Source: an optimization exercise on an open RTL-to-GDS flow (aim: small area, a short achievable clock period and few clock cycles). Production flows keep margins and buffers that such runs may drop.
In this exercise RTL edits were held to simulation tests only and were not proved equivalent to the original.
Power and IR drop assume default switching activity.

==> design/flow/design.v <==
module chip #(
    parameter int IN_BYTES  = 7,
    parameter int OUT_BYTES = 6
)(
    input wire clk,
    input wire rst_n,
    input wire in_valid,
    output reg in_ready,
    input  wire [7:0] in_data,
    output reg out_valid,
    input wire out_ready,
    output reg [7:0] out_data
);
    function automatic [7:0] crc8_upd(input [7:0] c, input [7:0] b);
        reg [7:0] t;
        integer i;
        begin
            t = c ^ b;
            for (i = 0; i < 8; i = i + 1)
                t = t[7] ? ((t << 1) ^ 8'h07) : (t << 1);
            crc8_upd = t;
        end
    endfunction
    function automatic [3:0] msb10(input [9:0] v);
        integer j;
        begin
            msb10 = 0;
            for (j = 0; j < 10; j = j + 1)
                if (v[j]) msb10 = j[3:0];
        end
    endfunction
    reg [2:0] icnt;      
    reg [7:0] din;       
    reg       acc_r;     
    reg [7:0] P;         
    reg       sg;        
    reg       dv;        
    reg       dfirst;    
    reg [9:0] S;         
    reg [7:0] Y;         
    reg [7:0] Z;         
    reg [7:0] crc_i;     
    reg       pok;       
    reg       full;      
    localparam [2:0] O_LOAD = 3'd0, O_B0 = 3'd1, O_B1 = 3'd2, O_B2 = 3'd3,
                     O_B3 = 3'd4, O_B4 = 3'd5, O_B5 = 3'd6, O_IDLE = 3'd7;
    reg [2:0] ost;
    reg       lat;       
    reg [3:0] sh;
    reg       ok;
    reg [7:0] crc_o;     
    wire accept = in_valid & in_ready;
    wire ovalid = (ost != O_LOAD) && (ost != O_IDLE);    
    wire fire   = ovalid & out_ready;
    wire k0   = (icnt == 3'd1);
    wire k1   = (icnt == 3'd2);
    wire k4   = (icnt == 3'd5);
    wire k5   = (icnt == 3'd6);
    wire k6   = (icnt == 3'd0);
    wire kodd = (icnt == 3'd2) || (icnt == 3'd4) || (icnt == 3'd6);
    wire       zpair = k5;
    wire [8:0] tsum  = {P[7], P} + {~din[7], ~din} + {8'd0, ~zpair};
    wire [8:0] dnew  = tsum ^ {9{zpair}};
    wire [9:0] s_base = dfirst ? 10'd0 : S;
    wire [9:0] s_new  = s_base + {2'b00, P ^ {8{sg}}} + {9'd0, sg};
    wire [7:0] crc_i_new = crc8_upd(k0 ? 8'h00 : crc_i, din);
    wire       proc6     = acc_r && k6;
    wire ost_end  = ost[2] & ost[1];                        
    wire latch_ok = full && !lat && ost_end;
    wire go       = (lat || latch_ok) && (ost == O_IDLE || (ost == O_B5 && out_ready));
    wire       use_z = ~ost[2] & ost[1];                    
    wire       hi    = ~ost[2] & ~ost[0];                   
    wire [7:0] v     = use_z ? Z : Y;
    wire [16:0] lsrc = {v[7], v, 8'h00};
    wire [16:0] lres = lsrc >> sh;
    wire        hbit = (sh[3] | (sh[2:0] == 3'd7)) ? v[7] : v[sh[2:0]];
    wire [7:0]  vbyte = ~ok ? 8'h00 : hi ? {{7{v[7]}}, hbit} : lres[7:0];
    wire [7:0]  crc_o_new = crc8_upd((ost == O_LOAD) ? 8'h00 : crc_o, vbyte);
    wire [2:0] icnt_inc = (icnt == 3'd6) ? 3'd0 : icnt + 3'd1;
    wire [2:0] icnt_n   = accept ? icnt_inc : icnt;
    wire       full_n   = (full & ~latch_ok) | proc6;
    wire       lat_n    = (lat | latch_ok) & ~go;
    wire [2:0] ost_n    = go ? O_LOAD : (ost == O_LOAD || fire) ? ost + 3'd1 : ost;
    wire on_byte  = (icnt == 3'd1) || (icnt == 3'd4) || (icnt == 3'd6);    
    wire pre_byte = (icnt == 3'd0) || (icnt == 3'd3) || (icnt == 3'd5);    
    wire t1 = (icnt == 3'd0) || (icnt == 3'd1);
    wire t4 = (icnt == 3'd3) || (icnt == 3'd4);
    wire       go0    = (lat || latch_ok) && (ost == O_IDLE);
    wire       go1    = (lat || latch_ok) && ost_end;
    wire       lat_n0 = (lat | latch_ok) & ~go0;
    wire       lat_n1 = (lat | latch_ok) & ~go1;
    wire [2:0] ost_n0 = go0 ? O_LOAD : (ost == O_LOAD) ? O_B0 : ost;
    wire [2:0] ost_n1 = go1 ? O_LOAD : (ost == O_LOAD || ovalid) ? ost + 3'd1 : ost;
    function automatic cond(input ty1, input ty4, input fl, input lt, input [2:0] os);
        if (ty1)      cond = ~fl | (~lt & os[2] & os[1]);    
        else if (ty4) cond = ~lt & (os[2] | os[1]);           
        else          cond = ~lt & os[2];                     
    endfunction
    wire c0 = cond(t1, t4, full_n, lat_n0, ost_n0);
    wire c1 = cond(t1, t4, full_n, lat_n1, ost_n1);
    wire c  = out_ready ? c1 : c0;
    wire ready_n = c | ~(on_byte | pre_byte) | (on_byte & accept) | (pre_byte & ~accept);
    always @(posedge clk) begin
        din <= in_data;
        if (!rst_n) begin
            icnt      <= 3'd0;
            acc_r     <= 1'b0;
            dv        <= 1'b0;
            full      <= 1'b0;
            lat       <= 1'b0;
            ost       <= O_IDLE;
            out_valid <= 1'b0;
            in_ready  <= 1'b1;
        end else begin
            icnt     <= icnt_n;
            acc_r    <= accept;
            full     <= full_n;
            lat      <= lat_n;
            ost      <= ost_n;
            in_ready <= ready_n;
            dv       <= acc_r & kodd;
            if (ost == O_LOAD) out_valid <= 1'b1;
            else if (fire && ost == O_B5) out_valid <= 1'b0;
        end
        if (acc_r) begin
            crc_i <= crc_i_new;
            if (k6) pok <= (crc_i_new == 8'h00);
            if (kodd) begin
                P      <= dnew[7:0];
                sg     <= dnew[8];
                dfirst <= k1;
            end else begin
                P      <= din;
            end
            if (k4) Y <= P;
            if (k6) Z <= P;
        end
        if (dv) S <= s_new;
        if (latch_ok) begin
            sh <= msb10(S);
            ok <= pok;
        end
        if (ost == O_LOAD) begin
            out_data <= vbyte;
            crc_o    <= crc_o_new;
        end else if (fire) begin
            case (ost)
                O_B0, O_B1, O_B2: out_data <= vbyte;
                O_B3:             out_data <= crc_o;
                O_B4:             out_data <= ok ? 8'h01 : 8'h02;
                default:          ;
            endcase
            if (ost == O_B0 || ost == O_B1 || ost == O_B2) crc_o <= crc_o_new;
        end
    end
endmodule
==> design/flow/flow/run.sh <==
#!/bin/bash
# Standard ORFS layout (the standard.sh: unchanged synthesis, floorplan,
# power grid, placement, CTS and routing) with a tighter setup target for the
# timing repair steps, so that the resizer also shortens paths that already
# meet the 10 ns clock. The constraints (constraint.sdc) are not changed.
# make's full output goes to standard_make.log; each ORFS step keeps its own
# log under orfs/logs/.
set -euo pipefail
bash standard.sh SETUP_SLACK_MARGIN=6.9 "BUFFER_PORTS_ARGS=-buffer_cell sky130_fd_sc_hd__buf_1" "CTS_ARGS=-sink_clustering_enable -repair_clock_nets -dont_use_dummy_load -buf_list {sky130_fd_sc_hd__clkbuf_4 sky130_fd_sc_hd__clkbuf_8}" finish > standard_make.log 2>&1
==> design/flow/standard.sh <==
#!/bin/bash
# synth_recipe.tcl (not shown) runs the flow's synth.tcl, then flattens the netlist and writes it again
# the make line also repeats each setting of config.mk as NAME=value (left out here)
make -C /OpenROAD-flow-scripts/flow DESIGN_CONFIG=/design/flow/config.mk WORK_HOME=/design/flow/orfs CLKGATE_MAP_FILE= SYNTH_SCRIPT=/design/flow/synth_recipe.tcl "${@:-finish}"
==> design/flow/config.mk <==
export PLATFORM = sky130hd
export DESIGN_NAME = chip
export DESIGN_NICKNAME = chip
export VERILOG_FILES = /design/flow/design.v
export SDC_FILE = /design/flow/constraint.sdc
export NUM_CORES = 4
export LEC_CHECK = 0
export CAP_MARGIN = 20
export CORE_MARGIN = 2
export CORE_UTILIZATION = 65
export CTS_BUF_LIST = sky130_fd_sc_hd__clkbuf_4 sky130_fd_sc_hd__clkbuf_8
export PLACE_DENSITY = 0.75
export SLEW_MARGIN = 20
==> design/flow/constraint.sdc <==
create_clock -name core_clock -period 10.0 [get_ports {clk}]
set_input_delay 2.0000 -clock core_clock [delete_from_list [all_inputs] [get_ports {clk}]]
set_output_delay 2.0000 -clock core_clock [all_outputs]
set_load 0.01 [all_outputs]
==> summary.txt, run 1 <==
Cts bufs inserted -> 9
Critical Path End Type -> register
Mean Syn Cell Area -> 10.2 µm²
Via Count -> 3770
Max-slew violations -> 0
IO Port Bufs -> 21
Final Hold Violating Endpoints -> 0
CTS root buffer -> clkbuf_8
Worst path arrival time -> 3.00 ns
LEAKAGE -> 2.22 nW
Synth unique cells -> 64
Yosys warning total -> 1
Area share of the largest cell type after synthesis -> 0.369
Fmax -> 334 MHz
Largest cells by area after synthesis -> edfxtp_1, xnor2_1, dfxtp_1
M1 GR Usage -> 0.331
Sum Neg Setup Slack -> 0 ns
Nets -> 576
VDD IR max -> 146 µV
Total power -> 1.18 mW
Pre-CTS WS -> 6.57 ns
Internal -> 0.750 mW
CP startpoint -> out_ready
Startpoint Class -> primary input
Total GRT Usage -> 0.248
First-pass GRT wire length -> 17.4 mm
Kind of critical path -> in -> reg
Share of layout cells above drive strength 1 -> 0.0540
Die footprint -> 9010 µm²
Share of the core filled with cells -> 0.696
Residual DRC count -> 0
Mapped Area -> 5370 µm²
Comb power frac -> 0.406
I/O pin total -> 22
Antenna-violating nets left -> 0
Core Box Area -> 8090 µm²
Most Crowded Layer GR -> met2
Synthesized instance count -> 528
HP Class -> reg -> reg
Pwr/cell area -> 209 nW/µm²
Placed Cells -> 631
Core Rows -> 33
Worst slew margin -> 0.419
Largest area contributor in the netlist -> edfxtp_1
Seq/Total Area, Yosys -> 0.443
Synthesized Nets -> 565
Final worst slack -> 7.00 ns
# hold bufs at CTS -> 0
Clock transition at the registers of the reported paths -> 0.07 ns
Multi-input combinational cell area -> 2790 µm²
Crit-path max cell delay -> 0.41 ns
Post-synth EDFFs -> 66
RR Startpoint -> ost[1]
WP data required -> 10.00 ns
Antenna diodes -> 0
WL/cell -> 16.2 µm
Met3 usage -> 0.0335
Yosys reg bits -> 86
Final period utilization -> 0.300
Pin count of the biggest net entering global routing -> 20
Vias in the first global route -> 3633
Fillers -> 646
Slowest cell on the critical path -> a21boi_4
Sequential power share -> 0.431
CP endpoint -> out_data[6]
CTS max path bufs -> 2
Initial core utilization -> 0.664
Status -> finished clean
Grt total ovfl -> 0
Critical path, cell by cell -> buf_1 > inv_1 > o22ai_1 > a21boi_4
Width of the die -> 94.9 µm
CTS tree -> built
Total area of sequential cells -> 2380 µm²
Sink count of the clock tree -> 86
Clock Skews -> 0.0281 ns
Drt first pass iters -> 4
WL final -> 10.4 mm
Global placement routability congestion -> 0.944
Slew of the pin with the lowest slew margin -> 0.870 ns
Via-to-Cell Ratio -> 5.87
Initial antenna violation count -> 0
Net Sw Power -> 0.427 mW
Die H -> 94.9 µm
Reg2reg end -> crc_o[2]
Met2 global-route usage -> 0.414
Layout Area Growth over Synthesis -> 4.89%
Setup violators final -> 0
Crit path time final -> 3.00 ns
Clock share of power -> 0.163
Max-Cap Viols -> 0
H-tree depth -> 3
R2R setup slack -> 7.16 ns
Fin cells -> 642
Hpwl dp -> 7.72 mm
RSZ-0062 raised after global routing -> yes
Sw Ratio -> 0.362
Crit path max fanout -> 8
Clock latency on the worst-skew pair -> 0.35 ns
Main synth FF type -> edfxtp_1
R2r worst-path depth -> 8
Iteration-0 DRC Markers -> 187
Ys async rst share -> 0
==> layer usage <==
metal	wire length [µm]	part of all wire
met5	0	0
met4	175	0.017
met3	471	0.045
met2	5130	0.49
met1	4620	0.44
==> cell type report <==
cell class / instances / share of cell area
Multi-Input combinational cell: 393 / 0.496
Inverter: 26 / 0.0173
Clock buffer: 9 / 0.0220
Sequential cell: 86 / 0.423
Timing Repair Buffer: 23 / 0.0189
Tap cell: 105 / 0.0233
==> per-stage QoR <==
step	hold slack, ns	instance area [µm²]
global placement	0.407	5470
finish	0.450	5640
global route	0.464	5640
floorplan	0.400	5380
detailed placement	0.432	5470
CTS	0.456	5600
==> worst min path at each step <==
stage	slack, ns	end	cells past startpoint	startpoint
after global placement	0.41	ok	0	pok
after floorplan	0.40	ok	0	pok
after global routing	0.46	ok	0	pok
final	0.45	ok	0	pok
after CTS	0.46	ok	0	pok
after detailed placement	0.43	ok	0	pok
==> cell families after synthesis <==
| logic type | Yosys count | share of synthesized area |
|---|---|---|
| DFF | 86 | 0.443 |
| adders and majority gates | 25 | 0.0610 |
| muxes | 29 | 0.0666 |
| and+or+nand+nor | 154 | 0.135 |
| AOI/OAI and AO/OA | 109 | 0.128 |
| xor gates and xnor gates | 76 | 0.125 |
| buffers and inverters | 49 | 0.0403 |
==> power by group through the flow <==
stage	clock [mW]	combinational (mW)	sequential, mW
after CTS	0.196	0.467	0.509
final	0.191	0.478	0.508
after global placement	0	0.450	0.514
after global routing	0.206	0.530	0.514
after floorplan	0	0.400	0.494
after detailed placement	0	0.463	0.517
==> synth_stat cells (3+ instances only) <==
cell type,instances
mux4_2,3
o21ai_0,35
a211oi_1,4
a22oi_1,3
nand3_1,10
o21a_1,3
a31oi_1,5
nand2_1,62
nor2_1,33
dfxtp_1,20
a21o_1,8
mux2i_1,20
and3_1,6
edfxtp_1,66
xor2_1,27
xnor2_1,48
clkbuf_1,16
o21bai_1,4
mux2_2,3
inv_1,26
a21oi_1,23
nor3_1,4
nand2b_1,5
and2_1,5
buf_6,4
nor2b_1,15
ha_1,23
==> registers in the layout, indices dropped and copies added, names as in the netlist <==
| signal | count |
|---|---|
| S | 10 |
| out_valid | 1 |
| full | 1 |
| pok | 1 |
| lat | 1 |
| crc_i | 8 |
| P | 8 |
| dfirst | 1 |
| Y | 8 |
| icnt | 3 |
| ok | 1 |
| din | 8 |
| dv | 1 |
| sg | 1 |
| sh | 4 |
| acc_r | 1 |
| Z | 8 |
| ost | 3 |
| in_ready | 1 |
| crc_o | 8 |
| out_data | 8 |
==> cell usage in the layout, fill, tap and decap left out, types with 4 or more instances in the layout <==
cell type	instances
and3_1	6
xor2_1	27
nand2_1	62
a31oi_1	5
edfxtp_1	66
buf_1	21
mux2i_1	20
o21ai_0	35
nand2b_1	5
nor3_1	4
inv_1	26
a211oi_1	4
and2_1	5
ha_1	23
nor2b_1	15
nand3_1	10
a21oi_1	23
dfxtp_1	19
clkbuf_8	9
a21o_1	8
xnor2_1	47
nor2_1	33
o21bai_1	4
==> repair_timing <==
item                                    4_1_cts  5_1_grt
gates resized for setup                       0        3
endpoints found under the setup margin        2       18
hold endpoints to repair                      0        0
pin swaps                                     1        0
buffers inserted                              1        1
==> worst max-delay path, delay by kind of cell <==
| kind | cells | cell delay (ns) |
|---|---|---|
| buf+inv | 2 | 0.22 |
| compound gates | 2 | 0.78 |
Testbench counts, summed over its fixed seeds: cycles 2,760.
==> run 2: changes to the inputs <==
--- a/design/flow/flow/run.sh
+++ b/design/flow/flow/run.sh
@@ -7,3 +7,3 @@
 # log under orfs/logs/.
 set -euo pipefail
-bash standard.sh SETUP_SLACK_MARGIN=6.9 "BUFFER_PORTS_ARGS=-buffer_cell sky130_fd_sc_hd__buf_1" "CTS_ARGS=-sink_clustering_enable -repair_clock_nets -dont_use_dummy_load -buf_list {sky130_fd_sc_hd__clkbuf_4 sky130_fd_sc_hd__clkbuf_8}" finish > standard_make.log 2>&1
+bash standard.sh SETUP_SLACK_MARGIN=7.3 "BUFFER_PORTS_ARGS=-buffer_cell sky130_fd_sc_hd__buf_1" "CTS_ARGS=-sink_clustering_enable -repair_clock_nets -dont_use_dummy_load -buf_list {sky130_fd_sc_hd__clkbuf_4 sky130_fd_sc_hd__clkbuf_8}" finish > standard_make.log 2>&1
==> run 2 against run 1 <==
Net effect:
- clock-buffer cell count stayed put
- sequential power is 0.8% lower
- cell area up 5.6%
- fmax up 5.5%
- non-clock buffer count grew 20
- total power grew 5.8%
- global-route usage increased by 0.67 points
- cell count grew 3.1%
- critical path type is now reg -> out
- via count is 4.0% higher
==> summary.txt, run 2 <==
Antenna-violating nets left -> 0 (unchanged)
Cts bufs inserted -> 9 (unchanged)
Slew of the pin with the lowest slew margin -> 0.857 ns (was 0.870 ns)
Antenna diodes -> 0 (unchanged)
Sum Neg Setup Slack -> 0 ns (unchanged)
Final worst slack -> 7.16 ns (was 7.00 ns)
DP Area -> 5520 µm² (was 5470 µm²)
Commonest non-fill, non-tap cell in the layout -> edfxtp_1 (unchanged)
Max reg flops -> 10 (unchanged)
Final Hold Violating Endpoints -> 0 (unchanged)
R2R setup slack -> 7.36 ns (was 7.16 ns)
Share of layout cells above drive strength 1 -> 0.153 (was 0.0540)
R2r worst-path depth -> 10 (was 8)
Seq/Total Area, Yosys -> 0.443 (unchanged)
Synth unique cells -> 64 (unchanged)
WL final -> 10.9 mm (was 10.4 mm)
Pin count of the biggest net entering global routing -> 20 (unchanged)
Kind of critical path -> reg -> out (was in -> reg)
Grt total ovfl -> 0 (unchanged)
WL/cell -> 16.5 µm (was 16.2 µm)
VDD IR max -> 151 µV (was 146 µV)
Area share of the largest cell type after synthesis -> 0.369 (unchanged)
Pwr/cell area -> 209 nW/µm² (about the same)
Crit path time final -> 2.84 ns (was 3.00 ns)
# hold bufs at CTS -> 0 (unchanged)
Die footprint -> 9010 µm² (unchanged)
Post-synth EDFFs -> 66 (unchanged)
IO Port Bufs -> 21 (unchanged)
Clock Skews -> 0.0297 ns (was 0.0281 ns)
First-pass GRT wire length -> 17.6 mm (was 17.4 mm)
Total power -> 1.25 mW (was 1.18 mW)
Worst path arrival time -> 0.84 ns (was 3.00 ns)
LEAKAGE -> 2.40 nW (was 2.22 nW)
Stages on worst setup path -> 1 (was 4)
CTS max path bufs -> 2 (unchanged)
Slowest cell on the critical path -> edfxtp_1 (was a21boi_4)
Crit path max fanout -> 1 (was 8)
Hpwl dp -> 7.83 mm (was 7.72 mm)
Worst slew margin -> 0.428 (was 0.419)
Iteration-0 DRC Markers -> 215 (was 187)
Synthesized instance count -> 528 (unchanged)
Critical path, cell by cell -> clkbuf_2 (was buf_1 > inv_1 > o22ai_1 > a21boi_4)
Placed Cells -> 631 (unchanged)
Buffer and inverter count on the worst path -> 1 (was 2)
Largest area contributor in the netlist -> edfxtp_1 (unchanged)
Nets -> 596 (was 576)
Total GRT Usage -> 0.255 (was 0.248)
Max-Cap Viols -> 0 (unchanged)
RR Startpoint -> P[0] (was ost[1])
CP startpoint -> out_data[0] (was out_ready)
Via-to-Cell Ratio -> 5.92 (was 5.87)
Die H -> 94.9 µm (unchanged)
Initial core utilization -> 0.664 (unchanged)
Hold Crit Start -> pok (unchanged)
Via Count -> 3920 (was 3770)
Max-slew violations -> 0 (unchanged)
Main synth FF type -> edfxtp_1 (unchanged)
Initial antenna violation count -> 0 (unchanged)
RSZ-0062 raised after global routing -> yes (unchanged)
Largest reg by FF count -> S (unchanged)
Reg2reg end -> sg (was crc_o[2])
Yosys reg bits -> 86 (unchanged)
Width of the die -> 94.9 µm (unchanged)
Fillers -> 605 (was 646)
Share of the core filled with cells -> 0.735 (was 0.696)
Sink count of the clock tree -> 86 (unchanged)
Startpoint Class -> register (was primary input)
Global placement routability congestion -> 0.937 (was 0.944)
Largest cells by area after synthesis -> edfxtp_1, xnor2_1, dfxtp_1 (unchanged)
Crit-path max cell delay -> 0.37 ns (was 0.41 ns)
Vias in the first global route -> 3633 (unchanged)
WHS -> 0.432 ns (was 0.450 ns)
CTS tree -> built (unchanged)
Final period utilization -> 0.284 (was 0.300)
Setup violators final -> 0 (unchanged)
CTS root buffer -> clkbuf_8 (unchanged)
Clock transition at the registers of the reported paths -> 0.07 ns (about the same)
Residual DRC count -> 0 (unchanged)
Design area -> 5950 µm² (was 5640 µm²)
Core Rows -> 33 (unchanged)
Fmax -> 352 MHz (was 334 MHz)
Mean Syn Cell Area -> 10.2 µm² (unchanged)
Mapped Area -> 5370 µm² (unchanged)
Synthesized Nets -> 565 (unchanged)
Critical Path End Type -> output port (was register)
WP data required -> 8.00 ns (was 10.00 ns)
Pre-CTS WS -> 6.63 ns (was 6.57 ns)
Most frequent cells in the layout -> edfxtp_1, nand2_1, xnor2_1, nor2_1, o21ai_0 (was edfxtp_1, nand2_1, xnor2_1, o21ai_0, nor2_1)
Hold Crit Endpoint -> ok (unchanged)
Layout Area Growth over Synthesis -> 10.7% (was 4.89%)
HP Class -> reg -> reg (unchanged)
I/O pin total -> 22 (unchanged)
Ys async rst share -> 0 (unchanged)
H-tree depth -> 3 (unchanged)
Drt first pass iters -> 7 (was 4)
Largest delay contributor family on the critical path -> flip-flops (was compound AO/OA/AOI/OAI gates)
Clock latency on the worst-skew pair -> 0.36 ns (was 0.35 ns)
Hold path depth -> 0 (unchanged)
Commonest cells in the netlist -> edfxtp_1, nand2_1, xnor2_1 (unchanged)
Status -> finished clean (unchanged)
Core Box Area -> 8090 µm² (unchanged)
Top-count cell post-synth -> edfxtp_1 (unchanged)
Fin cells -> 662 (was 642)
Yosys warning total -> 1 (unchanged)
==> run 2: cells by family (layout without fill, tap and decap cells) <==
kind of cell               after synthesis  after routing  synth area share
AOI/OAI and AO/OA                      109            109             0.128
xor gates and xnor gates                76             76             0.125
adders and majority gates               25             25            0.0610
buffers and inverters                   49             78            0.0403
DFF                                     86             86             0.443
muxes                                   29             29            0.0666
and+or+nand+nor                        154            154             0.135
==> run 2: cell type report <==
type,instances,area [µm²],share of cell area
clock buffer,9,124,0.0208
inverter,26,114,0.0191
multi-input combinational,393,2890,0.486
sequential,86,2400,0.403
tap,105,131,0.0221
timing repair buffer,43,290,0.0488
==> run 2: where the power goes <==
part | switching [mW] | internal [mW] | total [mW]
Clock | 0.110 | 0.0808 | 0.191
Sequential | 0.0388 | 0.466 | 0.504
Combinational | 0.300 | 0.251 | 0.550
Total | 0.448 | 0.797 | 1.25
==> run 2: layer usage <==
metal  up-vias  global-route usage  wire length [µm]
met5         -                   0                 0
met4         0              0.0797               187
met3        21              0.0311               428
met2       104               0.437              5570
met1      1883               0.338              4760
li1       1912                   -                 -
==> run 2: repair_timing <==
action | in CTS | in global routing
endpoints found under the setup margin | 45 | 31
resized for setup | 18 | 26
pin swaps | 2 | 3
setup buffers | 7 | 15
cloned | 0 | 0
==> run 2: worst max-delay path by stage <==
stage | to | slack [ns]
2_1_floorplan | in_ready | 7.11
3_3_place_gp | out_data[1] | 6.68
3_5_place_dp | out_data[0] | 6.63
4_1_cts | out_data[0] | 7.14
5_1_grt | out_data[0] | 7.11
6_report | out_data[0] | 7.16
==> run 3: changes to the inputs <==
--- a/design/flow/flow/run.sh
+++ b/design/flow/flow/run.sh
@@ -7,3 +7,3 @@
 # log under orfs/logs/.
 set -euo pipefail
-bash standard.sh SETUP_SLACK_MARGIN=7.3 "BUFFER_PORTS_ARGS=-buffer_cell sky130_fd_sc_hd__buf_1" "CTS_ARGS=-sink_clustering_enable -repair_clock_nets -dont_use_dummy_load -buf_list {sky130_fd_sc_hd__clkbuf_4 sky130_fd_sc_hd__clkbuf_8}" finish > standard_make.log 2>&1
+bash standard.sh SETUP_SLACK_MARGIN=7.1 "BUFFER_PORTS_ARGS=-buffer_cell sky130_fd_sc_hd__buf_1" "CTS_ARGS=-sink_clustering_enable -sink_clustering_size 30 -sink_clustering_max_diameter 150 -repair_clock_nets -dont_use_dummy_load -buf_list {sky130_fd_sc_hd__clkbuf_4 sky130_fd_sc_hd__clkbuf_8}" finish > standard_make.log 2>&1
--- a/design/flow/config.mk
+++ b/design/flow/config.mk
@@ -8,6 +8,6 @@
 export CAP_MARGIN = 20
 export CORE_MARGIN = 2
-export CORE_UTILIZATION = 65
+export CORE_UTILIZATION = 55
 export CTS_BUF_LIST = sky130_fd_sc_hd__clkbuf_4 sky130_fd_sc_hd__clkbuf_8
-export PLACE_DENSITY = 0.75
+export PLACE_DENSITY = 0.65
 export SLEW_MARGIN = 20
==> run 3 against run 2 <==
Net effect:
- synthesized cell count stayed put
- still clean on timing, DRC and antenna
- cell area is 3.5% lower
- area after synthesis did not move
- total power decreased by 4.3%
- non-clock buffer count decreased by 17
- die area rose by 17%
==> summary.txt, run 3 <==
Status -> finished clean (unchanged)
Worst slew margin -> 0.426 (was 0.428)
Worst path arrival time -> 0.83 ns (was 0.84 ns)
Adder-cell share of the synthesized area -> 0.0610 (unchanged)
Share of layout cells above drive strength 1 -> 0.0759 (was 0.153)
Total area of sequential cells -> 2390 µm² (was 2400 µm²)
Max-slew violations -> 0 (unchanged)
Ys async rst share -> 0 (unchanged)
CTS max path bufs -> 2 (unchanged)
DP Area -> 5520 µm² (about the same)
Drt first pass iters -> 5 (was 7)
H-tree depth -> 3 (unchanged)
Crit path time final -> 2.83 ns (was 2.84 ns)
Synthesized Nets -> 565 (unchanged)
Initial antenna violation count -> 0 (unchanged)
CTS root buffer -> clkbuf_8 (unchanged)
Main synth FF type -> edfxtp_1 (unchanged)
Initial core utilization -> 0.557 (was 0.664)
Pwr/cell area -> 208 nW/µm² (was 209 nW/µm²)
Critical Path End Type -> output port (unchanged)
Clock transition at the registers of the reported paths -> 0.08 ns (was 0.07 ns)
WP data required -> 8.00 ns (about the same)
Pin count of the biggest net entering global routing -> 20 (unchanged)
Top-count cell post-synth -> edfxtp_1 (unchanged)
Clock Skews -> 0.0174 ns (was 0.0297 ns)
Total GRT Usage -> 0.214 (was 0.255)
Die H -> 103 µm (was 94.9 µm)
Slowest cell on the critical path -> edfxtp_1 (unchanged)
Antenna diodes -> 0 (unchanged)
WL final -> 10.6 mm (was 10.9 mm)
Setup violators final -> 0 (unchanged)
Post-synth EDFFs -> 66 (unchanged)
Largest cells by area after synthesis -> edfxtp_1, xnor2_1, dfxtp_1 (unchanged)
Vias in the first global route -> 3558 (was 3633)
Post-Synth XOR/XNOR Area -> 0.125 (unchanged)
Largest family of logic cells by synthesized area -> simple AND/OR/NAND/NOR gates (unchanged)
Hpwl dp -> 7.77 mm (was 7.83 mm)
Layout Area Growth over Synthesis -> 6.89% (was 10.7%)
Slew of the pin with the lowest slew margin -> 0.857 ns (about the same)
Critical path, cell by cell -> buf_1 (was clkbuf_2)
Multi-input combinational cell area -> 2820 µm² (was 2890 µm²)
Mapped Area -> 5370 µm² (unchanged)
Synth unique cells -> 64 (unchanged)
VDD IR max -> 155 µV (was 151 µV)
Post-synthesis simple-gate area fraction -> 0.135 (unchanged)
Seq/Total Area, Yosys -> 0.443 (unchanged)
I/O pin total -> 22 (unchanged)
Sink count of the clock tree -> 86 (unchanged)
Yosys warning total -> 1 (unchanged)
WL/cell -> 15.7 µm (was 16.5 µm)
Fmax -> 354 MHz (was 352 MHz)
Crit path max fanout -> 1 (unchanged)
# hold bufs at CTS -> 0 (unchanged)
Largest area contributor in the netlist -> edfxtp_1 (unchanged)
Antenna-violating nets left -> 0 (unchanged)
Final period utilization -> 0.283 (was 0.284)
First-pass GRT wire length -> 17.4 mm (was 17.6 mm)
CTS tree -> built (unchanged)
RSZ-0062 raised after global routing -> no (was yes)
Startpoint Class -> register (unchanged)
Most frequent cells in the layout -> edfxtp_1, nand2_1, xnor2_1, o21ai_0, nor2_1 (was edfxtp_1, nand2_1, xnor2_1, nor2_1, o21ai_0)
Clock latency on the worst-skew pair -> 0.35 ns (was 0.36 ns)
Core Box Area -> 9640 µm² (was 8090 µm²)
Width of the die -> 103 µm (was 94.9 µm)
Post-synthesis compound-gate area fraction -> 0.128 (unchanged)
LEAKAGE -> 2.26 nW (was 2.40 nW)
Commonest non-fill, non-tap cell in the layout -> edfxtp_1 (unchanged)
Area share of the largest cell type after synthesis -> 0.369 (unchanged)
Iteration-0 DRC Markers -> 155 (was 215)
Cts bufs inserted -> 9 (unchanged)
Synthesized instance count -> 528 (unchanged)
Fin cells -> 673 (was 662)
IO Port Bufs -> 21 (unchanged)
Crit-path max cell delay -> 0.36 ns (was 0.37 ns)
Largest reg by FF count -> S (unchanged)
Max-Cap Viols -> 0 (unchanged)
Buffer and inverter count on the worst path -> 1 (unchanged)
Fillers -> 840 (was 605)
Mean Syn Cell Area -> 10.2 µm² (unchanged)
Nets -> 579 (was 596)
HP Class -> reg -> reg (unchanged)
Mux cell area share after synthesis -> 0.0666 (unchanged)
Residual DRC count -> 0 (unchanged)
Max reg flops -> 10 (unchanged)
Die footprint -> 10600 µm² (was 9010 µm²)
Total power -> 1.19 mW (was 1.25 mW)
Final Hold Violating Endpoints -> 0 (unchanged)
Design area -> 5740 µm² (was 5950 µm²)
Placed Cells -> 659 (was 631)
Sum Neg Setup Slack -> 0 ns (unchanged)
Yosys reg bits -> 86 (unchanged)
Largest delay contributor family on the critical path -> flip-flops (unchanged)
Commonest cells in the netlist -> edfxtp_1, nand2_1, xnor2_1 (unchanged)
Global placement routability congestion -> 0.830 (was 0.937)
Via Count -> 3784 (was 3920)
Grt total ovfl -> 0 (unchanged)
Kind of critical path -> reg -> out (unchanged)
Core Rows -> 36 (was 33)
Via-to-Cell Ratio -> 5.62 (was 5.92)
-- run 3: final timing paths --
path / from / to / slack, ns / cells past startpoint
worst max-delay path: out_data[5] / out_data[5] / 7.17 / 1
worst min-delay path: pok / ok / 0.42 / 0
worst max register to register: icnt[0] / pok / 7.26 / 8
worst min register to register: pok / ok / 0.42 / 0
-- run 3: layout make-up --
| cell class | instances | area share |
|---|---|---|
| multi-input combinational | 393 | 0.492 |
| tap | 133 | 0.0290 |
| sequential | 86 | 0.416 |
| inverter | 26 | 0.0170 |
| clock buffer | 9 | 0.0216 |
| timing repair buffer | 26 | 0.0251 |
-- run 3: cell families after synthesis --
kind of cell / Yosys count
compound gates: 109
xor+xnor: 76
fa+ha+maj: 25
buf+inv: 49
flops: 86
mux: 29
simple gates: 154
-- run 3: routing by layer --
layer	wire, µm	global-route usage	share of wire	vias to the layer above
li1	-	-	-	1890
met1	4840	0.286	0.46	1808
met2	5220	0.356	0.49	71
met3	284	0.0278	0.027	15
met4	208	0.0870	0.020	0
met5	0	0	0	-
-- run 3: timing repair --
item                       4_1_cts  5_1_grt
resized for setup                2        8
setup endpoints to repair       11       20
cloned                           0        0
pin swaps                        1        2
buffers inserted                 4        1
-- run 3: report_power, final --
| part | switching, mW | internal [mW] |
|---|---|---|
| sequential | 0.0432 | 0.465 |
| combinational | 0.279 | 0.216 |
| clock | 0.108 | 0.0807 |
| total | 0.431 | 0.761 |
-- run 3: metrics by stage --
step	hold WS [ns]	setup WS (ns)	utilization
CTS	0.424	7.10	0.592
global route	0.431	7.09	0.596
finish	0.422	7.17	0.596
global placement	0.407	6.86	0.572
detailed placement	0.405	6.82	0.572
floorplan	0.400	7.10	-
==> run 4: changes to the inputs <==
==> design/flow/flow/run.sh (replaced) <==
#!/bin/bash
# Standard ORFS layout (the standard.sh: unchanged synthesis, floorplan,
# power grid, placement, CTS and routing) with a tighter setup target for the
# timing repair steps, so that the resizer also shortens paths that already
# meet the 10 ns clock. The constraints (constraint.sdc) are not changed.
# make's full output goes to standard_make.log; each ORFS step keeps its own
# log under orfs/logs/.
set -euo pipefail
bash standard.sh SETUP_SLACK_MARGIN=7.1 "BUFFER_PORTS_ARGS=-buffer_cell sky130_fd_sc_hd__buf_1" "CTS_ARGS=-sink_clustering_enable -sink_clustering_levels 1 -repair_clock_nets -dont_use_dummy_load -buf_list {sky130_fd_sc_hd__clkbuf_4 sky130_fd_sc_hd__clkbuf_8}" finish > standard_make.log 2>&1
==> run 4 against run 3 <==
Net effect:
- still clean
- sequential power hardly changed
- synthesized cell count unchanged
- area after synthesis is the same
- global-route usage unchanged
- die area unchanged
- clock power hardly changed
- combinational power hardly changed
- setup slack is the same
- wire length unchanged
- largest power group unchanged
- highest routed layer unchanged
==> summary.txt, run 4 <==
LEAKAGE -> 2.26 nW (unchanged)
Max-Cap Viols -> 0 (unchanged)
WHS -> 0.422 ns (unchanged)
Hpwl dp -> 7.77 mm (unchanged)
H-tree depth -> 3 (unchanged)
Vias in the first global route -> 3558 (unchanged)
Global placement routability congestion -> 0.830 (unchanged)
Sink count of the clock tree -> 86 (unchanged)
Die footprint -> 10600 µm² (unchanged)
Antenna diodes -> 0 (unchanged)
Core Rows -> 36 (unchanged)
Kind of critical path -> reg -> out (unchanged)
Share of layout cells above drive strength 1 -> 0.0759 (unchanged)
Largest area contributor in the netlist -> edfxtp_1 (unchanged)
Crit path max fanout -> 1 (unchanged)
WL/cell -> 15.7 µm (unchanged)
Critical path, cell by cell -> buf_1 (unchanged)
Layout Area Growth over Synthesis -> 6.89% (unchanged)
Post-synth EDFFs -> 66 (unchanged)
Nets -> 579 (unchanged)
CTS max path bufs -> 2 (unchanged)
Pwr/cell area -> 208 nW/µm² (unchanged)
Iteration-0 DRC Markers -> 155 (unchanged)
Pin count of the biggest net entering global routing -> 20 (unchanged)
Final worst slack -> 7.17 ns (unchanged)
Grt total ovfl -> 0 (unchanged)
Clock transition at the registers of the reported paths -> 0.08 ns (about the same)
Most frequent cells in the layout -> edfxtp_1, nand2_1, xnor2_1, o21ai_0, nor2_1 (unchanged)
Clock latency on the worst-skew pair -> 0.35 ns (about the same)
Stages on worst setup path -> 1 (unchanged)
Core Box Area -> 9640 µm² (unchanged)
Buffer and inverter count on the worst path -> 1 (unchanged)
Sum Neg Setup Slack -> 0 ns (unchanged)
First-pass GRT wire length -> 17.4 mm (unchanged)
Max reg flops -> 10 (unchanged)
Largest cells by area after synthesis -> edfxtp_1, xnor2_1, dfxtp_1 (unchanged)
Total GRT Usage -> 0.214 (unchanged)
Met1 Wirelength -> 4.84 mm (unchanged)
Crit-path max cell delay -> 0.36 ns (about the same)
Yosys reg bits -> 86 (unchanged)
Max-slew violations -> 0 (unchanged)
CTS root buffer -> clkbuf_8 (unchanged)
Residual DRC count -> 0 (unchanged)
Main synth FF type -> edfxtp_1 (unchanged)
Via-to-Cell Ratio -> 5.62 (unchanged)
Width of the die -> 103 µm (unchanged)
Status -> finished clean (unchanged)
Yosys warning total -> 1 (unchanged)
Antenna-violating nets left -> 0 (unchanged)
Slew of the pin with the lowest slew margin -> 0.857 ns (unchanged)
Top routing layer in use -> met4 (unchanged)
Crit path time final -> 2.83 ns (unchanged)
Mapped Area -> 5370 µm² (unchanged)
CP startpoint -> out_data[5] (unchanged)
HP Class -> reg -> reg (unchanged)
RSZ-0062 raised after global routing -> no (unchanged)
IO Port Bufs -> 21 (unchanged)
CP endpoint -> out_data[5] (unchanged)
Commonest non-fill, non-tap cell in the layout -> edfxtp_1 (unchanged)
Final period utilization -> 0.283 (unchanged)
I/O pin total -> 22 (unchanged)
Commonest cells in the netlist -> edfxtp_1, nand2_1, xnor2_1 (unchanged)
Pre-CTS WS -> 6.82 ns (unchanged)
Area share of the largest cell type after synthesis -> 0.369 (unchanged)
VDD IR max -> 155 µV (unchanged)
Routed wl met3 -> 284 µm (unchanged)
Fmax -> 354 MHz (unchanged)
Critical Path End Type -> output port (unchanged)
Startpoint Class -> register (unchanged)
Placed Cells -> 659 (unchanged)
R2r worst-path depth -> 8 (unchanged)
Via Count -> 3784 (unchanged)
Die H -> 103 µm (unchanged)
Reg2reg end -> pok (unchanged)
Synthesized Nets -> 565 (unchanged)
CTS tree -> built (unchanged)
Synthesized instance count -> 528 (unchanged)
WL final -> 10.6 mm (unchanged)
Met2 Wirelength -> 5.22 mm (unchanged)
RR Startpoint -> icnt[0] (unchanged)
Clock Skews -> 0.0174 ns (unchanged)
Largest reg by FF count -> S (unchanged)
Largest delay contributor family on the critical path -> flip-flops (unchanged)
Drt first pass iters -> 5 (unchanged)
Worst path arrival time -> 0.83 ns (about the same)
Seq/Total Area, Yosys -> 0.443 (unchanged)
Worst slew margin -> 0.426 (unchanged)
Fin cells -> 673 (unchanged)
Initial antenna violation count -> 0 (unchanged)
Slowest cell on the critical path -> edfxtp_1 (unchanged)
Synth unique cells -> 64 (unchanged)
R2R setup slack -> 7.26 ns (about the same)
Initial core utilization -> 0.557 (unchanged)
Setup violators final -> 0 (unchanged)
Ys async rst share -> 0 (unchanged)
Final Hold Violating Endpoints -> 0 (unchanged)
WP data required -> 8.00 ns (about the same)
Top-count cell post-synth -> edfxtp_1 (unchanged)
Design area -> 5740 µm² (unchanged)
Fillers -> 840 (unchanged)
Cts bufs inserted -> 9 (unchanged)
Mean Syn Cell Area -> 10.2 µm² (unchanged)
DP Area -> 5520 µm² (unchanged)
# hold bufs at CTS -> 0 (unchanged)
[run 4: cell counts in the layout (fill, tap and decap cells not counted)]
Identical to the previous run, type by type.
[run 4: layer usage]
layer	global-route usage	up-vias
met5	0	-
met4	0.0870	0
met3	0.0278	15
met2	0.356	71
met1	0.286	1808
li1	-	1890
[run 4: timing repair]
action                     in CTS  in global routing
resized for setup               2                  8
pin swaps                       1                  2
gates cloned                    0                  0
setup endpoints to repair      11                 20
buffers inserted                4                  1
[run 4: report_power, final]
| group | internal, mW | switching (mW) |
|---|---|---|
| Clock | 0.0807 | 0.108 |
| Sequential | 0.465 | 0.0432 |
| Combinational | 0.216 | 0.279 |
| Total | 0.761 | 0.431 |
[run 4: area by class of cell]
class | instances | area, µm² | share of cell area
Clock buffer | 9 | 124 | 0.0216
Inverter | 26 | 97.6 | 0.0170
Multi-Input combinational cell | 393 | 2820 | 0.492
Sequential cell | 86 | 2390 | 0.416
Tap cell | 133 | 166 | 0.0290
Timing Repair Buffer | 26 | 144 | 0.0251
[run 4: worst min path at each step]
stage | from | endpoint | slack, ns | cells after the start
2_1_floorplan | pok | ok | 0.40 | 0
3_3_place_gp | pok | ok | 0.41 | 0
3_5_place_dp | pok | ok | 0.40 | 0
4_1_cts | pok | ok | 0.42 | 0
5_1_grt | pok | ok | 0.43 | 0
6_report | pok | ok | 0.42 | 0
[run 4: metrics by stage]
step                total power [mW]   util
CTS                             1.19  0.592
global placement               0.977  0.572
finish                          1.19  0.596
detailed placement             0.989  0.572
floorplan                      0.900      -
global route                    1.28  0.596
[run 4: cell families after synthesis]
kind of cell               count (synthesis)  synth area share
muxes                                     29            0.0666
DFF                                       86             0.443
AOI/OAI and AO/OA                        109             0.128
adders and majority gates                 25            0.0610
and+or+nand+nor                          154             0.135
buffers and inverters                     49            0.0403
xor gates and xnor gates                  76             0.125
==> run 5: changes to the inputs <==
--- a/design/flow/flow/run.sh
+++ b/design/flow/flow/run.sh
@@ -7,3 +7,3 @@
 # log under orfs/logs/.
 set -euo pipefail
-bash standard.sh SETUP_SLACK_MARGIN=7.1 "BUFFER_PORTS_ARGS=-buffer_cell sky130_fd_sc_hd__buf_1" "CTS_ARGS=-sink_clustering_enable -sink_clustering_levels 1 -repair_clock_nets -dont_use_dummy_load -buf_list {sky130_fd_sc_hd__clkbuf_4 sky130_fd_sc_hd__clkbuf_8}" finish > standard_make.log 2>&1
+bash standard.sh SETUP_SLACK_MARGIN=7.0 "BUFFER_PORTS_ARGS=-buffer_cell sky130_fd_sc_hd__buf_1" "CTS_ARGS=-sink_clustering_enable -repair_clock_nets -dont_use_dummy_load -buf_list {sky130_fd_sc_hd__clkbuf_4 sky130_fd_sc_hd__clkbuf_8}" finish > standard_make.log 2>&1
--- a/design/flow/config.mk
+++ b/design/flow/config.mk
@@ -8,6 +8,5 @@
 export CAP_MARGIN = 20
 export CORE_MARGIN = 2
-export CORE_UTILIZATION = 55
+export CORE_UTILIZATION = 80
 export CTS_BUF_LIST = sky130_fd_sc_hd__clkbuf_4 sky130_fd_sc_hd__clkbuf_8
-export PLACE_DENSITY = 0.65
 export SLEW_MARGIN = 20
==> run 5 against run 4 <==
Net effect:
- non-clock buffer count decreased by 1
- setup slack got worse by 0.081 ns
- die area is 30% lower
- critical endpoint is now in_ready
- largest cell class unchanged
==> summary.txt, run 5 <==
Crit-path max cell delay -> 0.39 ns (was 0.36 ns)
Crit path max fanout -> 4 (was 1)
Net Sw Power -> 0.442 mW (was 0.431 mW)
Core Rows -> 29 (was 36)
IO Port Bufs -> 21 (unchanged)
Met2 Wirelength -> 5.77 mm (was 5.22 mm)
Share of the core filled with cells -> 0.876 (was 0.596)
Routed wl met3 -> 666 µm (was 284 µm)
Worst path arrival time -> 0.91 ns (was 0.83 ns)
Slew of the pin with the lowest slew margin -> 0.882 ns (was 0.857 ns)
Top-count cell post-synth -> edfxtp_1 (unchanged)
DP Area -> 5450 µm² (was 5520 µm²)
Core Box Area -> 6420 µm² (was 9640 µm²)
Largest reg by FF count -> S (unchanged)
Sequential power share -> 0.425 (was 0.426)
Commonest non-fill, non-tap cell in the layout -> edfxtp_1 (unchanged)
Cts bufs inserted -> 9 (unchanged)
Synth unique cells -> 64 (unchanged)
Clock transition at the registers of the reported paths -> 0.07 ns (was 0.08 ns)
Residual DRC count -> 0 (unchanged)
Total power -> 1.20 mW (was 1.19 mW)
Status -> finished clean (unchanged)
WL/cell -> 18.3 µm (was 15.7 µm)
R2r worst-path depth -> 8 (unchanged)
Post-synth EDFFs -> 66 (unchanged)
First-pass GRT wire length -> 18.5 mm (was 17.4 mm)
Slowest cell on the critical path -> dfxtp_1 (was edfxtp_1)
Reg2reg end -> crc_o[0] (was pok)
H-tree depth -> 3 (unchanged)
Hpwl dp -> 8.08 mm (was 7.77 mm)
Largest cells by area after synthesis -> edfxtp_1, xnor2_1, dfxtp_1 (unchanged)
Nets -> 578 (was 579)
Layout Area Growth over Synthesis -> 4.68% (was 6.89%)
Fin cells -> 616 (was 673)
Critical path, cell by cell -> buf_1 (unchanged)
Initial antenna violation count -> 0 (unchanged)
Synthesized Nets -> 565 (unchanged)
Pin count of the biggest net entering global routing -> 20 (unchanged)
Sink count of the clock tree -> 86 (unchanged)
Internal -> 0.754 mW (was 0.761 mW)
Startpoint Class -> register (unchanged)
Placed Cells -> 603 (was 659)
CTS root buffer -> clkbuf_8 (unchanged)
Sum Neg Setup Slack -> 0 ns (unchanged)
Most frequent cells in the layout -> edfxtp_1, nand2_1, xnor2_1, o21ai_0, nor2_1 (unchanged)
CTS tree -> built (unchanged)
VDD IR max -> 161 µV (was 155 µV)
Antenna diodes -> 0 (unchanged)
Final period utilization -> 0.291 (was 0.283)
Worst slew margin -> 0.410 (was 0.426)
Hold path depth -> 0 (unchanged)
RSZ-0062 raised after global routing -> no (unchanged)
Max-Cap Viols -> 0 (unchanged)
Comb power frac -> 0.414 (was 0.415)
Yosys reg bits -> 86 (unchanged)
Synthesized instance count -> 528 (unchanged)
CTS max path bufs -> 2 (unchanged)
Clock share of power -> 0.161 (was 0.159)
Max-slew violations -> 0 (unchanged)
Vias in the first global route -> 3870 (was 3558)
I/O pin total -> 22 (unchanged)
Critical Path End Type -> output port (unchanged)
Via Count -> 3974 (was 3784)
Iteration-0 DRC Markers -> 369 (was 155)
RR Startpoint -> ost[2] (was icnt[0])
Ys async rst share -> 0 (unchanged)
R2R setup slack -> 7.12 ns (was 7.26 ns)
Design area -> 5620 µm² (was 5740 µm²)
Drt first pass iters -> 7 (was 5)
Initial core utilization -> 0.837 (was 0.557)
Hold Crit Endpoint -> ok (unchanged)
Final Hold Violating Endpoints -> 0 (unchanged)
Largest area contributor in the netlist -> edfxtp_1 (unchanged)
Share of layout cells above drive strength 1 -> 0.0631 (was 0.0759)
HP Class -> reg -> reg (unchanged)
Seq/Total Area, Yosys -> 0.443 (unchanged)
Kind of critical path -> reg -> out (unchanged)
Hold Crit Start -> pok (unchanged)
WL final -> 11.3 mm (was 10.6 mm)
Die footprint -> 7390 µm² (was 10600 µm²)
Final worst slack -> 7.09 ns (was 7.17 ns)
Met1 Wirelength -> 4.62 mm (was 4.84 mm)
Max reg flops -> 10 (unchanged)
Pre-CTS WS -> 6.78 ns (was 6.82 ns)
Mean Syn Cell Area -> 10.2 µm² (unchanged)
Top routing layer in use -> met4 (unchanged)
Die H -> 86.0 µm (was 103 µm)
Commonest cells in the netlist -> edfxtp_1, nand2_1, xnor2_1 (unchanged)
Main synth FF type -> edfxtp_1 (unchanged)
Total GRT Usage -> 0.321 (was 0.214)
Sw Ratio -> 0.370 (was 0.361)
Buffer and inverter count on the worst path -> 1 (unchanged)
Mapped Area -> 5370 µm² (unchanged)
Grt total ovfl -> 0 (unchanged)
Pwr/cell area -> 213 nW/µm² (was 208 nW/µm²)
Width of the die -> 86.0 µm (was 103 µm)
Fmax -> 344 MHz (was 354 MHz)
Crit path time final -> 2.91 ns (was 2.83 ns)
LEAKAGE -> 2.23 nW (was 2.26 nW)
WP data required -> 8.00 ns (about the same)
# hold bufs at CTS -> 0 (unchanged)
Setup violators final -> 0 (unchanged)
Area share of the largest cell type after synthesis -> 0.369 (unchanged)
Clock Skews -> 0.0154 ns (was 0.0174 ns)
WHS -> 0.442 ns (was 0.422 ns)
Via-to-Cell Ratio -> 6.45 (was 5.62)
Clock latency on the worst-skew pair -> 0.35 ns (about the same)
Yosys warning total -> 1 (unchanged)
Antenna-violating nets left -> 0 (unchanged)
Largest delay contributor family on the critical path -> flip-flops (unchanged)
Global placement routability congestion -> 0.848 (was 0.830)
-- run 5: layer usage --
| layer | vias up | GRT usage |
|---|---|---|
| met5 | - | 0 |
| met4 | 0 | 0.101 |
| met3 | 34 | 0.0558 |
| met2 | 202 | 0.553 |
| met1 | 1854 | 0.415 |
| li1 | 1884 | - |
-- run 5: area by class of cell --
| cell class | count | area, µm² |
|---|---|---|
| flip-flops and latches | 86 | 2380 |
| multi-input cells | 393 | 2800 |
| well taps | 77 | 96.3 |
| repair buffers | 25 | 121 |
| clock buffers | 9 | 124 |
| fillers | 332 | 798 |
| inverters | 26 | 97.6 |
-- run 5: kinds of logic (layout without fill, tap and decap cells) --
| logic type | after synthesis | count (layout) | share of synthesized area |
|---|---|---|---|
| DFF | 86 | 86 | 0.443 |
| AOI/OAI and AO/OA | 109 | 109 | 0.128 |
| and+or+nand+nor | 154 | 154 | 0.135 |
| muxes | 29 | 29 | 0.0666 |
| xor gates and xnor gates | 76 | 76 | 0.125 |
| buffers and inverters | 49 | 60 | 0.0403 |
| adders and majority gates | 25 | 25 | 0.0610 |
-- run 5: power by group through the flow --
stage	registers, mW	logic, mW	clock network [mW]
after floorplan	0.494	0.405	0
after global placement	0.514	0.447	0
after detailed placement	0.517	0.475	0
after CTS	0.507	0.486	0.190
after global routing	0.515	0.541	0.202
final	0.509	0.495	0.192
-- run 5: worst max-delay path by stage --
| stage | cells after the start | from | end | slack [ns] |
|---|---|---|---|---|
| after floorplan | 3 | out_ready | out_data[0] | 7.07 |
| after global placement | 4 | out_ready | out_data[0] | 6.85 |
| after detailed placement | 4 | out_ready | out_data[1] | 6.78 |
| after CTS | 1 | in_ready | in_ready | 7.08 |
| after global routing | 10 | dfirst | S[8] | 7.02 |
| final | 1 | in_ready | in_ready | 7.09 |
-- run 5: what timing repair did --
action	4_1_cts	5_1_grt
setup endpoints to repair	9	5
gates cloned	0	0
resized for setup	1	3
buffers inserted	4	0
pin swaps	1	0
==> run 6: changes to the inputs <==
--- a/design/flow/config.mk
+++ b/design/flow/config.mk
@@ -8,5 +8,6 @@
 export CAP_MARGIN = 20
 export CORE_MARGIN = 2
-export CORE_UTILIZATION = 80
+export CORE_UTILIZATION = 55
 export CTS_BUF_LIST = sky130_fd_sc_hd__clkbuf_4 sky130_fd_sc_hd__clkbuf_8
+export PLACE_DENSITY = 0.65
 export SLEW_MARGIN = 20
==> run 6 against run 5 <==
Net effect:
- largest cell class unchanged
- combinational power fell by 3%
- sequential power is essentially flat
- cell count rose by 9.3%
- area after synthesis is the same
- critical path depth unchanged
- die area rose by 43%
- global-route usage decreased by 11 points
- flip-flop and latch count unchanged
- clock-buffer cell count is the same
- sequential share of layout area decreased by 0.63 points
- non-clock buffer count grew 1
- setup slack better by 0.034 ns
==> summary.txt, run 6 <==
Antenna-violating nets left -> 0 (unchanged)
Hpwl dp -> 7.76 mm (was 8.08 mm)
Final period utilization -> 0.287 (was 0.291)
Initial antenna violation count -> 0 (unchanged)
Cts bufs inserted -> 9 (unchanged)
Slew of the pin with the lowest slew margin -> 0.835 ns (was 0.882 ns)
Ys async rst share -> 0 (unchanged)
WL final -> 10.4 mm (was 11.3 mm)
Crit path time final -> 2.87 ns (was 2.91 ns)
Top-count cell post-synth -> edfxtp_1 (unchanged)
Width of the die -> 103 µm (was 86.0 µm)
Setup violators final -> 0 (unchanged)
Kind of critical path -> reg -> out (unchanged)
Fmax -> 348 MHz (was 344 MHz)
Internal -> 0.755 mW (was 0.754 mW)
Most Crowded Layer GR -> met2 (unchanged)
Commonest non-fill, non-tap cell in the layout -> edfxtp_1 (unchanged)
Core Box Area -> 9640 µm² (was 6420 µm²)
Nets -> 579 (was 578)
Grt total ovfl -> 0 (unchanged)
Max-Cap Viols -> 0 (unchanged)
Met3 usage -> 0.0292 (was 0.0558)
CP startpoint -> in_ready (unchanged)
DP Area -> 5520 µm² (was 5450 µm²)
Drt first pass iters -> 5 (was 7)
M1 GR Usage -> 0.293 (was 0.415)
Comb power frac -> 0.408 (was 0.414)
Residual DRC count -> 0 (unchanged)
Status -> finished clean (unchanged)
Net Sw Power -> 0.423 mW (was 0.442 mW)
Antenna diodes -> 0 (unchanged)
Worst slew margin -> 0.443 (was 0.410)
CTS max path bufs -> 2 (unchanged)
Buffer and inverter count on the worst path -> 1 (unchanged)
# hold bufs at CTS -> 0 (unchanged)
Share of layout cells above drive strength 1 -> 0.0667 (was 0.0631)
Via-to-Cell Ratio -> 5.55 (was 6.45)
LEAKAGE -> 2.24 nW (was 2.23 nW)
Largest cells by area after synthesis -> edfxtp_1, xnor2_1, dfxtp_1 (unchanged)
Sw Ratio -> 0.359 (was 0.370)
Clock latency on the worst-skew pair -> 0.37 ns (was 0.35 ns)
RSZ-0062 raised after global routing -> no (unchanged)
CTS tree -> built (unchanged)
Clock transition at the registers of the reported paths -> 0.08 ns (was 0.07 ns)
Layout Area Growth over Synthesis -> 6.26% (was 4.68%)
Pin count of the biggest net entering global routing -> 20 (unchanged)
Largest delay contributor family on the critical path -> flip-flops (unchanged)
Startpoint Class -> register (unchanged)
Worst path arrival time -> 0.87 ns (was 0.91 ns)
CP endpoint -> in_ready (unchanged)
Post-synth EDFFs -> 66 (unchanged)
Total area of sequential cells -> 2380 µm² (unchanged)
Largest reg by FF count -> S (unchanged)
R2r worst-path depth -> 10 (was 8)
Met2 global-route usage -> 0.347 (was 0.553)
Sink count of the clock tree -> 86 (unchanged)
WL/cell -> 15.5 µm (was 18.3 µm)
Most frequent cells in the layout -> edfxtp_1, nand2_1, xnor2_1, o21ai_0, nor2_1 (unchanged)
Die footprint -> 10600 µm² (was 7390 µm²)
Core Rows -> 36 (was 29)
Clock Skews -> 0.0162 ns (was 0.0154 ns)
First-pass GRT wire length -> 17.2 mm (was 18.5 mm)
R2R setup slack -> 7.20 ns (was 7.12 ns)
Sum Neg Setup Slack -> 0 ns (unchanged)
Max-slew violations -> 0 (unchanged)
Global placement routability congestion -> 0.801 (was 0.848)
Critical Path End Type -> output port (unchanged)
Clock share of power -> 0.162 (was 0.161)
Yosys reg bits -> 86 (unchanged)
Die H -> 103 µm (was 86.0 µm)
Mean Syn Cell Area -> 10.2 µm² (unchanged)
Final Hold Violating Endpoints -> 0 (unchanged)
Design area -> 5710 µm² (was 5620 µm²)
H-tree depth -> 3 (unchanged)
Stages on worst setup path -> 1 (unchanged)
Via Count -> 3732 (was 3974)
CTS root buffer -> clkbuf_8 (unchanged)
Crit-path max cell delay -> 0.35 ns (was 0.39 ns)
Synth unique cells -> 64 (unchanged)
IO Port Bufs -> 21 (unchanged)
Largest area contributor in the netlist -> edfxtp_1 (unchanged)
Multi-input combinational cell area -> 2810 µm² (was 2800 µm²)
Main synth FF type -> edfxtp_1 (unchanged)
Iteration-0 DRC Markers -> 203 (was 369)
Commonest cells in the netlist -> edfxtp_1, nand2_1, xnor2_1 (unchanged)
Initial core utilization -> 0.557 (was 0.837)
Yosys warning total -> 1 (unchanged)
Area share of the largest cell type after synthesis -> 0.369 (unchanged)
Crit path max fanout -> 4 (unchanged)
Reg2reg end -> sg (was crc_o[0])
RR Startpoint -> P[0] (was ost[2])
Max reg flops -> 10 (unchanged)
Vias in the first global route -> 3497 (was 3870)
I/O pin total -> 22 (unchanged)
Pwr/cell area -> 206 nW/µm² (was 213 nW/µm²)
Synthesized instance count -> 528 (unchanged)
Sequential power share -> 0.431 (was 0.425)
Slowest cell on the critical path -> dfxtp_1 (unchanged)
Synthesized Nets -> 565 (unchanged)
VDD IR max -> 136 µV (was 161 µV)
HP Class -> reg -> reg (unchanged)
Seq/Total Area, Yosys -> 0.443 (unchanged)
Total GRT Usage -> 0.214 (was 0.321)
Mapped Area -> 5370 µm² (unchanged)
Critical path, cell by cell -> buf_1 (unchanged)
Fillers -> 860 (was 332)
WP data required -> 8.00 ns (about the same)
-- run 6: kinds of logic (layout without fill, tap and decap cells) --
family          after synthesis  in the layout  synth area share
compound gates              109            109             0.128
xor+xnor                     76             76             0.125
fa+ha+maj                    25             25            0.0610
buf+inv                      49             61            0.0403
flops                        86             86             0.443
mux                          29             29            0.0666
simple gates                154            154             0.135
-- run 6: per-stage QoR --
stage          cells  setup slack, ns  utilization  total power, mW  hold WS (ns)
6_report         673             7.13        0.592             1.18         0.423
5_1_grt          673             7.03        0.592             1.26         0.435
4_1_cts          673             7.00        0.590             1.18         0.425
3_5_place_dp     659             6.77        0.572            0.983         0.405
3_3_place_gp     659             6.84        0.572            0.976         0.406
2_1_floorplan    528             7.07            -            0.899         0.400
-- run 6: how the worst min path moves through the flow --
stage               depth (start not counted)  start  to
floorplan                                   0    pok  ok
global placement                            0    pok  ok
detailed placement                          0    pok  ok
CTS                                         0    pok  ok
global route                                0    pok  ok
finish                                      0    pok  ok
-- run 6: what timing repair did --
action / in CTS / in global routing
setup buffers: 5 / 0
gates resized for setup: 0 / 4
gates cloned: 0 / 0
pin swaps: 1 / 0
setup endpoints to repair: 5 / 10
-- run 6: layer usage --
| metal | share of wire | up-vias |
|---|---|---|
| met5 | 0 | - |
| met4 | 0.022 | 0 |
| met3 | 0.027 | 14 |
| met2 | 0.48 | 64 |
| met1 | 0.47 | 1766 |
| li1 | - | 1888 |
-- run 6: power by group through the flow --
stage	Combinational, mW	Clock, mW	Sequential [mW]
floorplan	0.405	0	0.494
global placement	0.460	0	0.516
detailed placement	0.466	0	0.517
CTS	0.477	0.195	0.507
global route	0.540	0.206	0.514
finish	0.480	0.191	0.507
-- run 6: cell type report --
| class | instances | area share |
|---|---|---|
| sequential | 86 | 0.418 |
| tap | 133 | 0.0291 |
| multi-input combinational | 393 | 0.492 |
| clock buffer | 9 | 0.0217 |
| timing repair buffer | 26 | 0.0226 |
| inverter | 26 | 0.0171 |
==> run 7: changes to the inputs <==
--- a/design/flow/config.mk
+++ b/design/flow/config.mk
@@ -8,6 +8,6 @@
 export CAP_MARGIN = 20
 export CORE_MARGIN = 2
-export CORE_UTILIZATION = 55
+export CORE_UTILIZATION = 50
 export CTS_BUF_LIST = sky130_fd_sc_hd__clkbuf_4 sky130_fd_sc_hd__clkbuf_8
-export PLACE_DENSITY = 0.65
+export PLACE_DENSITY = 0.6
 export SLEW_MARGIN = 20
==> run 7 against run 6 <==
Net effect:
- still clean on timing, DRC and antenna
- setup slack got worse by 0.028 ns
- wire length increased by 3.9%
- clock power is essentially flat
- sequential share of layout area fell by 0.11 points
- sequential power about the same
- global-route usage shrank 0.92 points
- cell count grew 0.30%
- area after synthesis stayed put
- clock skew increased by 0.019 ns
==> summary.txt, run 7 <==
Drt first pass iters -> 5 (unchanged)
Startpoint Class -> register (unchanged)
CTS tree -> built (unchanged)
VDD IR max -> 187 µV (was 136 µV)
Width of the die -> 108 µm (was 103 µm)
Final Hold Violating Endpoints -> 0 (unchanged)
Global placement routability congestion -> 0.889 (was 0.801)
H-tree depth -> 3 (unchanged)
LEAKAGE -> 2.25 nW (was 2.24 nW)
Worst slew margin -> 0.394 (was 0.443)
Crit-path max cell delay -> 0.37 ns (was 0.35 ns)
Clock transition at the registers of the reported paths -> 0.09 ns (was 0.08 ns)
Final period utilization -> 0.290 (was 0.287)
Max-Cap Viols -> 0 (unchanged)
Commonest non-fill, non-tap cell in the layout -> edfxtp_1 (unchanged)
Grt total ovfl -> 0 (unchanged)
Initial antenna violation count -> 0 (unchanged)
DP Area -> 5520 µm² (about the same)
Residual DRC count -> 0 (unchanged)
WP data required -> 8.00 ns (about the same)
Iteration-0 DRC Markers -> 194 (was 203)
HP Class -> reg -> reg (unchanged)
Largest delay contributor family on the critical path -> flip-flops (unchanged)
IO Port Bufs -> 21 (unchanged)
WL final -> 10.8 mm (was 10.4 mm)
Largest reg by FF count -> S (unchanged)
Vias in the first global route -> 3717 (was 3497)
Pin count of the biggest net entering global routing -> 20 (unchanged)
Pwr/cell area -> 207 nW/µm² (was 206 nW/µm²)
First-pass GRT wire length -> 18.6 mm (was 17.2 mm)
Commonest cells in the netlist -> edfxtp_1, nand2_1, xnor2_1 (unchanged)
Setup violators final -> 0 (unchanged)
Yosys warning total -> 1 (unchanged)
Cts bufs inserted -> 9 (unchanged)
Most frequent cells in the layout -> edfxtp_1, nand2_1, xnor2_1, o21ai_0, nor2_1 (unchanged)
Mean Syn Cell Area -> 10.2 µm² (unchanged)
Top-count cell post-synth -> edfxtp_1 (unchanged)
Crit path time final -> 2.90 ns (was 2.87 ns)
Initial core utilization -> 0.518 (was 0.557)
Crit path max fanout -> 4 (unchanged)
Die H -> 108 µm (was 103 µm)
Largest area contributor in the netlist -> edfxtp_1 (unchanged)
Largest cells by area after synthesis -> edfxtp_1, xnor2_1, dfxtp_1 (unchanged)
Slowest cell on the critical path -> dfxtp_1 (unchanged)
Antenna-violating nets left -> 0 (unchanged)
Buffer and inverter count on the worst path -> 1 (unchanged)
Synthesized Nets -> 565 (unchanged)
Ys async rst share -> 0 (unchanged)
RSZ-0062 raised after global routing -> yes (was no)
Fillers -> 943 (was 860)
Layout Area Growth over Synthesis -> 6.59% (was 6.26%)
CTS max path bufs -> 2 (unchanged)
Yosys reg bits -> 86 (unchanged)
Sum Neg Setup Slack -> 0 ns (unchanged)
Antenna diodes -> 0 (unchanged)
Mapped Area -> 5370 µm² (unchanged)
Via-to-Cell Ratio -> 5.55 (about the same)
Hpwl dp -> 7.83 mm (was 7.76 mm)
CTS root buffer -> clkbuf_8 (unchanged)
I/O pin total -> 22 (unchanged)
Area share of the largest cell type after synthesis -> 0.369 (unchanged)
Core Rows -> 37 (was 36)
Core Box Area -> 10400 µm² (was 9640 µm²)
Synth unique cells -> 64 (unchanged)
Sink count of the clock tree -> 86 (unchanged)
Slew of the pin with the lowest slew margin -> 0.906 ns (was 0.835 ns)
Total GRT Usage -> 0.205 (was 0.214)
Share of layout cells above drive strength 1 -> 0.0686 (was 0.0667)
Critical Path End Type -> output port (unchanged)
Status -> finished clean (unchanged)
Design area -> 5730 µm² (was 5710 µm²)
Nets -> 578 (was 579)
Via Count -> 3745 (was 3732)
Max-slew violations -> 0 (unchanged)
Fmax -> 345 MHz (was 348 MHz)
Main synth FF type -> edfxtp_1 (unchanged)
Synthesized instance count -> 528 (unchanged)
Critical path, cell by cell -> buf_1 (unchanged)
WL/cell -> 16.0 µm (was 15.5 µm)
Kind of critical path -> reg -> out (unchanged)
Clock Skews -> 0.0350 ns (was 0.0162 ns)
Clock latency on the worst-skew pair -> 0.36 ns (was 0.37 ns)
Worst path arrival time -> 0.90 ns (was 0.87 ns)
Seq/Total Area, Yosys -> 0.443 (unchanged)
Post-synth EDFFs -> 66 (unchanged)
Die footprint -> 11600 µm² (was 10600 µm²)
# hold bufs at CTS -> 0 (unchanged)
Max reg flops -> 10 (unchanged)
## run 7: cell counts after synthesis
No cell type changed its count.
## run 7: cell type report
type	count	area, µm²	share of cell area
repair buffers	25	134	0.0234
multi-input cells	393	2820	0.492
well taps	136	170	0.0297
flip-flops and latches	86	2390	0.417
clock buffers	9	124	0.0216
inverters	26	97.6	0.0170
## run 7: report_power, final
part | internal [mW] | switching, mW
Sequential | 0.464 | 0.0448
Clock | 0.0806 | 0.111
Combinational | 0.211 | 0.273
Total | 0.756 | 0.429
## run 7: cells by family (layout without fill, tap and decap cells)
family                   count (synthesis)  count (layout)  synth area share
AO/OA/AOI/OAI                          109             109             0.128
XOR/XNOR                                76              76             0.125
adder cells (fa/ha/maj)                 25              25            0.0610
buffers and inverters                   49              60            0.0403
flip-flops                              86              86             0.443
multiplexers                            29              29            0.0666
AND/OR/NAND/NOR                        154             154             0.135
## run 7: metrics by stage
stage	std cells	setup slack [ns]	hold slack (ns)	utilization	total power, mW
2_1_floorplan	528	7.07	0.400	-	0.899
3_3_place_gp	662	6.83	0.409	0.532	0.978
3_5_place_dp	662	6.78	0.405	0.532	0.987
4_1_cts	675	7.03	0.421	0.550	1.18
5_1_grt	675	6.96	0.425	0.552	1.27
6_report	675	7.10	0.419	0.552	1.18
## run 7: what timing repair did
action	in CTS	in global routing
resized for setup	1	5
pin swaps	1	0
cloned	0	0
setup endpoints to repair	7	8
hold endpoints to repair	0	0
setup buffers	4	0
## run 7: metal layers
layer | GRT usage | vias up | routed length (µm)
met5 | 0 | - | 0
met4 | 0.0623 | 0 | 147
met3 | 0.0448 | 14 | 391
met2 | 0.331 | 76 | 5170
met1 | 0.277 | 1769 | 5090
li1 | - | 1886 | -
## run 7: final timing paths
check            from        to  slack, ns  cells past startpoint
max          in_ready  in_ready       7.10                      1
min               pok        ok       0.42                      0
max reg2reg    ost[2]  crc_o[3]       7.20                      8
min reg2reg       pok        ok       0.42                      0

port drivers added, routing unchanged:
How much do the figures lean on ideal ports? The routed layouts below were timed once more, with nothing changed but the port constraints. Step 1: set_driving_cell puts a clkbuf_16 on clk and a buf_2 on each other input, an assumption about the parent block. Step 2 moves the port delays by t, midway between the first and last clock arrival at a register: inputs arrive t later, outputs are due t later. That takes back most of the time a late clock gives input paths. Slacks: no drivers / after step 1 / after step 2; pairs: no drivers / after step 1.
run	t (ns)	slack for setup (ns)	clock arrival spread, ns	pins driven straight from the clock port
run 1	0.373	7.002 / 7.015 / 6.642	0.029 / 0.028	1
run 2	0.378	7.159 / 7.125 / 6.984	0.030 / 0.031	1
run 3	0.377	7.174 / 7.141 / 6.849	0.017 / 0.018	1
run 4	0.377	7.174 / 7.141 / 6.849	0.017 / 0.018	1
run 5	0.375	7.093 / 7.064 / 6.754	0.016 / 0.016	1
run 6	0.395	7.127 / 7.093 / 6.787	0.016 / 0.016	1
run 7	0.380	7.099 / 7.067 / 6.782	0.035 / 0.036	1
After both steps every run listed still meets setup and hold. For run 1, which loses most, drivers alone change the setup slack by +0.013 ns; drivers and shift together by -0.360 ns.
